What follows belongs to an exercise in optimizing a design on an open flow for small area, a short achievable clock period and few clock cycles per item; a production flow would make more cautious choices. Only simulation tests tie the RTL to the original design; equivalence was not proved. Power is estimated from default activity; no workload was simulated.

==> flow/design.v <==
`timescale 1ns / 1ps
module rram_ternary_cim #(
    parameter ROWS = 16,
    parameter COLS = 16,
    parameter TRIT_WIDTH = 2     
)(
    input  wire                        clk,
    input  wire                        rst_n,
    input  wire [$clog2(ROWS)-1:0]     wr_row,
    input  wire [$clog2(COLS)-1:0]     wr_col,
    input  wire [TRIT_WIDTH-1:0]       wr_data,    
    input  wire                        wr_en,
    input  wire [ROWS*TRIT_WIDTH-1:0]  input_vector,   
    input  wire                        mac_start,
    output wire [COLS*8-1:0]           mac_result,     
    output reg                         mac_done,
    input  wire [$clog2(ROWS)-1:0]     rd_row,
    input  wire [$clog2(COLS)-1:0]     rd_col,
    output wire [TRIT_WIDTH-1:0]       rd_data
);
    reg  [ROWS*COLS*TRIT_WIDTH-1:0] xbar;
    reg  [ROWS-1:0] row_vld;
    wire [ROWS-1:0] row_n;      
    wire [COLS-1:0] col_n;      
    wire [COLS*TRIT_WIDTH-1:0] col_wd;
    cim_wdec u_wdec (.wr_en(wr_en), .wr_row(wr_row), .wr_col(wr_col), .wr_data(wr_data),
                     .row_vld(row_vld), .row_n(row_n), .col_n(col_n), .col_wd(col_wd));
    genvar gr, gc;
    generate
        for (gr = 0; gr < ROWS; gr = gr + 1) begin : g_wrow
            for (gc = 0; gc < COLS; gc = gc + 1) begin : g_wcell
                always @(posedge clk)
                    if (~(row_n[gr] | col_n[gc]))
                        xbar[(gr*COLS+gc)*2 +: 2] <= col_wd[gc*2 +: 2];
            end
        end
    endgenerate
    always @(posedge clk or negedge rst_n) begin
        if (!rst_n)
            row_vld <= {ROWS{1'b0}};
        else if (wr_en)
            row_vld[wr_row] <= 1'b1;
    end
    cim_rmux u_rmux (.xbar(xbar), .row_vld(row_vld), .rd_row(rd_row), .rd_col(rd_col),
                     .rd_data(rd_data));
    wire [ROWS-1:0] xp, xn;
    generate
        for (gr = 0; gr < ROWS; gr = gr + 1) begin : g_x
            assign xp[gr] = input_vector[2*gr] & ~input_vector[2*gr+1] & row_vld[gr];
            assign xn[gr] = input_vector[2*gr+1] & ~input_vector[2*gr] & row_vld[gr];
        end
        for (gc = 0; gc < COLS; gc = gc + 1) begin : g_res
            wire [ROWS*2-1:0] cv;
            wire [5:0] sum;
            for (gr = 0; gr < ROWS; gr = gr + 1) begin : g_cv
                assign cv[gr*2 +: 2] = xbar[(gr*COLS+gc)*2 +: 2];
            end
            cim_col u_col (.xp(xp), .xn(xn), .cv(cv), .sum(sum));
            reg [5:0] res;
            always @(posedge clk)
                res <= sum;
            assign mac_result[gc*8 +: 8] = {{2{res[5]}}, res};
        end
    endgenerate
    always @(posedge clk or negedge rst_n) begin
        if (!rst_n)
            mac_done <= 1'b0;
        else
            mac_done <= mac_start;
    end
endmodule
module cim_wdec (
    input  wire         wr_en,
    input  wire [3:0]   wr_row,
    input  wire [3:0]   wr_col,
    input  wire [1:0]   wr_data,
    input  wire [15:0]  row_vld,
    output wire [15:0]  row_n,
    output wire [15:0]  col_n,
    output wire [31:0]  col_wd
);
    wire row_first = ~row_vld[wr_row];
    wire [15:0] col_sel, col_en, row_sel;
    genvar i;
    generate
        for (i = 0; i < 16; i = i + 1) begin : g_dec
            assign col_sel[i] = wr_en & (wr_col == i);
            assign col_en[i]  = col_sel[i] | (wr_en & row_first);
            assign row_sel[i] = (wr_row == i);
            assign col_wd[i*2 +: 2] = wr_data & {2{col_sel[i]}};
            assign row_n[i] = ~row_sel[i];
            assign col_n[i] = ~col_en[i];
        end
    endgenerate
endmodule
module cim_rmux (
    input  wire [511:0] xbar,
    input  wire [15:0]  row_vld,
    input  wire [3:0]   rd_row,
    input  wire [3:0]   rd_col,
    output wire [1:0]   rd_data
);
    wire [15:0] rh = 16'd1 << rd_row;
    wire [15:0] ch = 16'd1 << rd_col;
    wire [1:0] vh;
    cim_ao8 u_v0 (.s(rh[7:0]), .d(row_vld[7:0]), .y(vh[0]));
    cim_ao8 u_v1 (.s(rh[15:8]), .d(row_vld[15:8]), .y(vh[1]));
    genvar c, b, r, h;
    generate
        for (b = 0; b < 2; b = b + 1) begin : g_b
            wire [31:0] hv;                  
            for (c = 0; c < 16; c = c + 1) begin : g_c
                wire [15:0] d;
                for (r = 0; r < 16; r = r + 1) begin : g_r
                    assign d[r] = xbar[(r*16+c)*2+b];
                end
                cim_ao8 u_lo (.s(rh[7:0]), .d(d[7:0]), .y(hv[2*c]));
                cim_ao8 u_hi (.s(rh[15:8]), .d(d[15:8]), .y(hv[2*c+1]));
            end
            wire [3:0] qv;                   
            for (h = 0; h < 4; h = h + 1) begin : g_q
                cim_ao8 u_q (.s({ch[4*h+3], ch[4*h+3], ch[4*h+2], ch[4*h+2],
                                 ch[4*h+1], ch[4*h+1], ch[4*h], ch[4*h]}),
                             .d(hv[8*h +: 8]), .y(qv[h]));
            end
            wire vsel_n;                     
            cim_nor2 u_vn (.a(vh[0]), .b(vh[1]), .y(vsel_n));
            wire [1:0] on;
            cim_nor2 u_n0 (.a(qv[0]), .b(qv[1]), .y(on[0]));
            cim_nor2 u_n1 (.a(qv[2]), .b(qv[3]), .y(on[1]));
            cim_a21oi u_o (.a1(on[0]), .a2(on[1]), .b1(vsel_n), .y(rd_data[b]));
        end
    endgenerate
endmodule
module cim_ao8 (input wire [7:0] s, input wire [7:0] d, output wire y);
    assign y = |(s & d);
endmodule
module cim_a21oi (input wire a1, input wire a2, input wire b1, output wire y);
    assign y = ~((a1 & a2) | b1);
endmodule
module cim_nor2 (input wire a, input wire b, output wire y);
    assign y = ~(a | b);
endmodule
module cim_col (
    input  wire [15:0] xp,
    input  wire [15:0] xn,
    input  wire [31:0] cv,
    output wire [5:0]  sum
);
    wire [15:0] pa, pb;    
    genvar r;
    generate
        for (r = 0; r < 16; r = r + 1) begin : g_p
            assign pa[r] = (xp[r] & cv[2*r]) | (xn[r] & cv[2*r+1]);
            assign pb[r] = ~((xp[r] & cv[2*r+1]) | (xn[r] & cv[2*r]));
        end
    endgenerate
    wire s0 = pa[0] ^ pb[0];
    wire k0 = pa[0] & pb[0];
    wire s1, k1;
    cim_fa u_s1 (.a(pa[1]), .b(pb[1]), .c(pa[2]), .s(s1), .co(k1));
    wire s2, k2;
    cim_fa u_s2 (.a(pb[2]), .b(pa[3]), .c(pb[3]), .s(s2), .co(k2));
    wire s3, k3;
    cim_fa u_s3 (.a(pa[4]), .b(pb[4]), .c(pa[5]), .s(s3), .co(k3));
    wire s4, k4;
    cim_fa u_s4 (.a(pb[5]), .b(pa[6]), .c(pb[6]), .s(s4), .co(k4));
    wire s5, k5;
    cim_fa u_s5 (.a(pa[7]), .b(pb[7]), .c(pa[8]), .s(s5), .co(k5));
    wire s6, k6;
    cim_fa u_s6 (.a(pb[8]), .b(pa[9]), .c(pb[9]), .s(s6), .co(k6));
    wire s7, k7;
    cim_fa u_s7 (.a(pa[10]), .b(pb[10]), .c(pa[11]), .s(s7), .co(k7));
    wire s8, k8;
    cim_fa u_s8 (.a(pb[11]), .b(pa[12]), .c(pb[12]), .s(s8), .co(k8));
    wire s9, k9;
    cim_fa u_s9 (.a(pa[13]), .b(pb[13]), .c(pa[14]), .s(s9), .co(k9));
    wire s10, k10;
    cim_fa u_s10 (.a(pb[14]), .b(pa[15]), .c(pb[15]), .s(s10), .co(k10));
    wire s11, k11;
    cim_fa u_s11 (.a(s0), .b(s1), .c(s2), .s(s11), .co(k11));
    wire s12, k12;
    cim_fa u_s12 (.a(s3), .b(s4), .c(s5), .s(s12), .co(k12));
    wire s13, k13;
    cim_fa u_s13 (.a(s6), .b(s7), .c(s8), .s(s13), .co(k13));
    wire s14, k14;
    cim_fa u_s14 (.a(s9), .b(s10), .c(s11), .s(s14), .co(k14));
    wire s15, k15;
    cim_fa u_s15 (.a(s12), .b(s13), .c(s14), .s(s15), .co(k15));
    wire s16 = k0 ^ k1;
    wire k16 = k0 & k1;
    wire s17, k17;
    cim_fa u_s17 (.a(k2), .b(k3), .c(k4), .s(s17), .co(k17));
    wire s18, k18;
    cim_fa u_s18 (.a(k5), .b(k6), .c(k7), .s(s18), .co(k18));
    wire s19, k19;
    cim_fa u_s19 (.a(k8), .b(k9), .c(k10), .s(s19), .co(k19));
    wire s20, k20;
    cim_fa u_s20 (.a(s16), .b(k11), .c(k12), .s(s20), .co(k20));
    wire s21, k21;
    cim_fa u_s21 (.a(k13), .b(s17), .c(s18), .s(s21), .co(k21));
    wire s22, k22;
    cim_fa u_s22 (.a(s19), .b(k14), .c(s20), .s(s22), .co(k22));
    wire s23, k23;
    cim_fa u_s23 (.a(s21), .b(k15), .c(s22), .s(s23), .co(k23));
    wire s24 = k16 ^ k17;
    wire k24 = k16 & k17;
    wire s25, k25;
    cim_fa u_s25 (.a(k18), .b(k19), .c(s24), .s(s25), .co(k25));
    wire s26, k26;
    cim_fa u_s26 (.a(k20), .b(k21), .c(s25), .s(s26), .co(k26));
    wire s27, k27;
    cim_fa u_s27 (.a(k22), .b(s26), .c(k23), .s(s27), .co(k27));
    wire s28, k28;
    cim_fa u_s28 (.a(k24), .b(k25), .c(k26), .s(s28), .co(k28));
    wire s29 = s28 ^ k27;
    wire k29 = s28 & k27;
    assign sum[3:0] = {s29, s27, s23, s15};
    cim_xnor2 u_top4 (.a(k28), .b(k29), .y(sum[4]));
    cim_nor2 u_top5 (.a(k28), .b(k29), .y(sum[5]));
endmodule
module cim_xnor2 (input wire a, input wire b, output wire y);
    assign y = ~(a ^ b);
endmodule
module cim_fsum (input wire a, input wire b, input wire c, output wire s);
    wire p = a ^ b;
    assign s = p ^ c;
endmodule
module cim_maj (input wire a, input wire b, input wire c, output wire y);
    assign y = (a & b) | (a & c) | (b & c);
endmodule
module cim_fa (input wire a, input wire b, input wire c, output wire s, output wire co);
    assign s = a ^ b ^ c;
    assign co = (a & b) | (a & c) | (b & c);
endmodule
==> flow/config.mk <==
export PLATFORM = sky130hd
export DESIGN_NAME = rram_ternary_cim
export DESIGN_NICKNAME = rram_ternary_cim
export VERILOG_FILES = /design/flow/design.v
export SDC_FILE = /design/flow/constraint.sdc
export NUM_CORES = 4
export LEC_CHECK = 0
export CAP_MARGIN = 20
export CORE_MARGIN = 2
export CORE_UTILIZATION = 55
export CTS_BUF_LIST = sky130_fd_sc_hd__clkbuf_8
export SETUP_SLACK_MARGIN = 3.8
export SLEW_MARGIN = 20
export SYNTH_HIERARCHICAL = 1
export SYNTH_MINIMUM_KEEP_SIZE = 0
export TNS_END_PERCENT = 0
==> flow/constraint.sdc <==
create_clock -name core_clock -period 10.0 [get_ports {clk}]
set_input_delay 2.0000 -clock core_clock [delete_from_list [all_inputs] [get_ports {clk}]]
set_output_delay 2.0000 -clock core_clock [all_outputs]
set_load 0.01 [all_outputs]
standard.sh (not shown) runs the stock make flow with config.mk's settings and CLKGATE_MAP_FILE= SYNTH_SCRIPT=/design/flow/synth_recipe.tcl, a recipe that flattens the netlist after the stock synthesis.
==> flow/flow/run.sh <==
#!/bin/bash
# Layout flow: the standard ORFS flow (standard.sh, all steps), except
# that the port buffers are sky130_fd_sc_hd__buf_2 instead of the buffer
# that buffer_ports picks on its own (a slow delay buffer).
set -e
export BUFFER_PORTS_ARGS="-buffer_cell sky130_fd_sc_hd__buf_2"
bash standard.sh > standard.log 2>&1
Testbench counts at the start, summed over its fixed seeds: cycles 1,568, macs 1,536.
Edit:
--- a/flow/design.v
+++ b/flow/design.v
@@ -44,11 +44,15 @@
     cim_rmux u_rmux (.xbar(xbar), .row_vld(row_vld), .rd_row(rd_row), .rd_col(rd_col),
                      .rd_data(rd_data));
-    wire [ROWS-1:0] xp, xn;
-    generate
-        for (gr = 0; gr < ROWS; gr = gr + 1) begin : g_x
-            assign xp[gr] = input_vector[2*gr] & ~input_vector[2*gr+1] & row_vld[gr];
-            assign xn[gr] = input_vector[2*gr+1] & ~input_vector[2*gr] & row_vld[gr];
-        end
+    generate
         for (gc = 0; gc < COLS; gc = gc + 1) begin : g_res
+            wire [ROWS-1:0] xp, xn;
+            if (gc % (COLS/2) == 0) begin : g_x
+                for (gr = 0; gr < ROWS; gr = gr + 1) begin : g_xr
+                    cim_xdec u_xd (.x(input_vector[2*gr +: 2]), .v(row_vld[gr]), .p(xp[gr]), .n(xn[gr]));
+                end
+            end else begin : g_xc
+                assign xp = g_res[gc - gc % (COLS/2)].xp;
+                assign xn = g_res[gc - gc % (COLS/2)].xn;
+            end
             wire [ROWS*2-1:0] cv;
             wire [5:0] sum;
@@ -69,4 +73,8 @@
             mac_done <= mac_start;
     end
+endmodule
+module cim_xdec (input wire [1:0] x, input wire v, output wire p, output wire n);
+    assign p = x[0] & ~x[1] & v;
+    assign n = x[1] & ~x[0] & v;
 endmodule
 module cim_wdec (
@@ -101,5 +109,7 @@
     output wire [1:0]   rd_data
 );
-    wire [15:0] rh = 16'd1 << rd_row;
+    wire [15:0] rh, rh1;
+    cim_dec16 u_rh0 (.a(rd_row), .y(rh));
+    cim_dec16 u_rh1 (.a(rd_row), .y(rh1));
     wire [15:0] ch = 16'd1 << rd_col;
     wire [1:0] vh;
@@ -115,6 +125,7 @@
                     assign d[r] = xbar[(r*16+c)*2+b];
                 end
-                cim_ao8 u_lo (.s(rh[7:0]), .d(d[7:0]), .y(hv[2*c]));
-                cim_ao8 u_hi (.s(rh[15:8]), .d(d[15:8]), .y(hv[2*c+1]));
+                wire [15:0] rs = (c < 8) ? rh : rh1;
+                cim_ao8 u_lo (.s(rs[7:0]), .d(d[7:0]), .y(hv[2*c]));
+                cim_ao8 u_hi (.s(rs[15:8]), .d(d[15:8]), .y(hv[2*c+1]));
             end
             wire [3:0] qv;                   
@@ -132,4 +143,7 @@
         end
     endgenerate
+endmodule
+module cim_dec16 (input wire [3:0] a, output wire [15:0] y);
+    assign y = 16'd1 << a;
 endmodule
 module cim_ao8 (input wire [7:0] s, input wire [7:0] d, output wire y);
Effect: The changed run finished with timing, DRC and antenna clean. Total power goes down by a few percent. Combinational power goes down by a few percent. Clock-buffer cell count goes down by 15. Synthesized cell count goes up slightly. Final cell count goes up slightly. Utilization goes down by 0.22 points. Hold slack is better by 0.021 ns. Non-clock buffer count goes down by 5. Wire length goes up by a few percent. Final area goes up slightly. Die area goes up slightly.
Testbench counts after the change, summed over its fixed seeds: cycles 1,568, macs 1,536.

## static timing again, ports no longer ideal
In the flow no input, the clock included, has a driving cell. The finished layouts below were timed again as built, in two steps.
Step 1 assumes that a clkbuf_16 drives the clock port and a buf_2 every other input.
Step 2, shift: input delay + t, output delay - t, t = (earliest + latest rising clock arrival at the registers) / 2. This alone moves slack from input paths to output paths.
Three values: ideal, step 1, step 2; two values: the first two.
run	t, ns	slack for setup (ns)	hold WS [ns]	slew at the worst register clock pin (ns)	worst slew at a driven data input, ns
the first run	0.790	3.712 / 3.689 / 3.136	0.588 / 0.588 / 0.588	0.07 / 0.07	0.11
the second run	0.786	3.753 / 3.617 / 3.208	0.609 / 0.609 / 0.609	0.07 / 0.07	0.14
After both steps setup and hold are still met in every run listed. The setup slack of the first run, which loses most, moves by -0.023 ns with the drivers and by -0.576 ns with both steps.
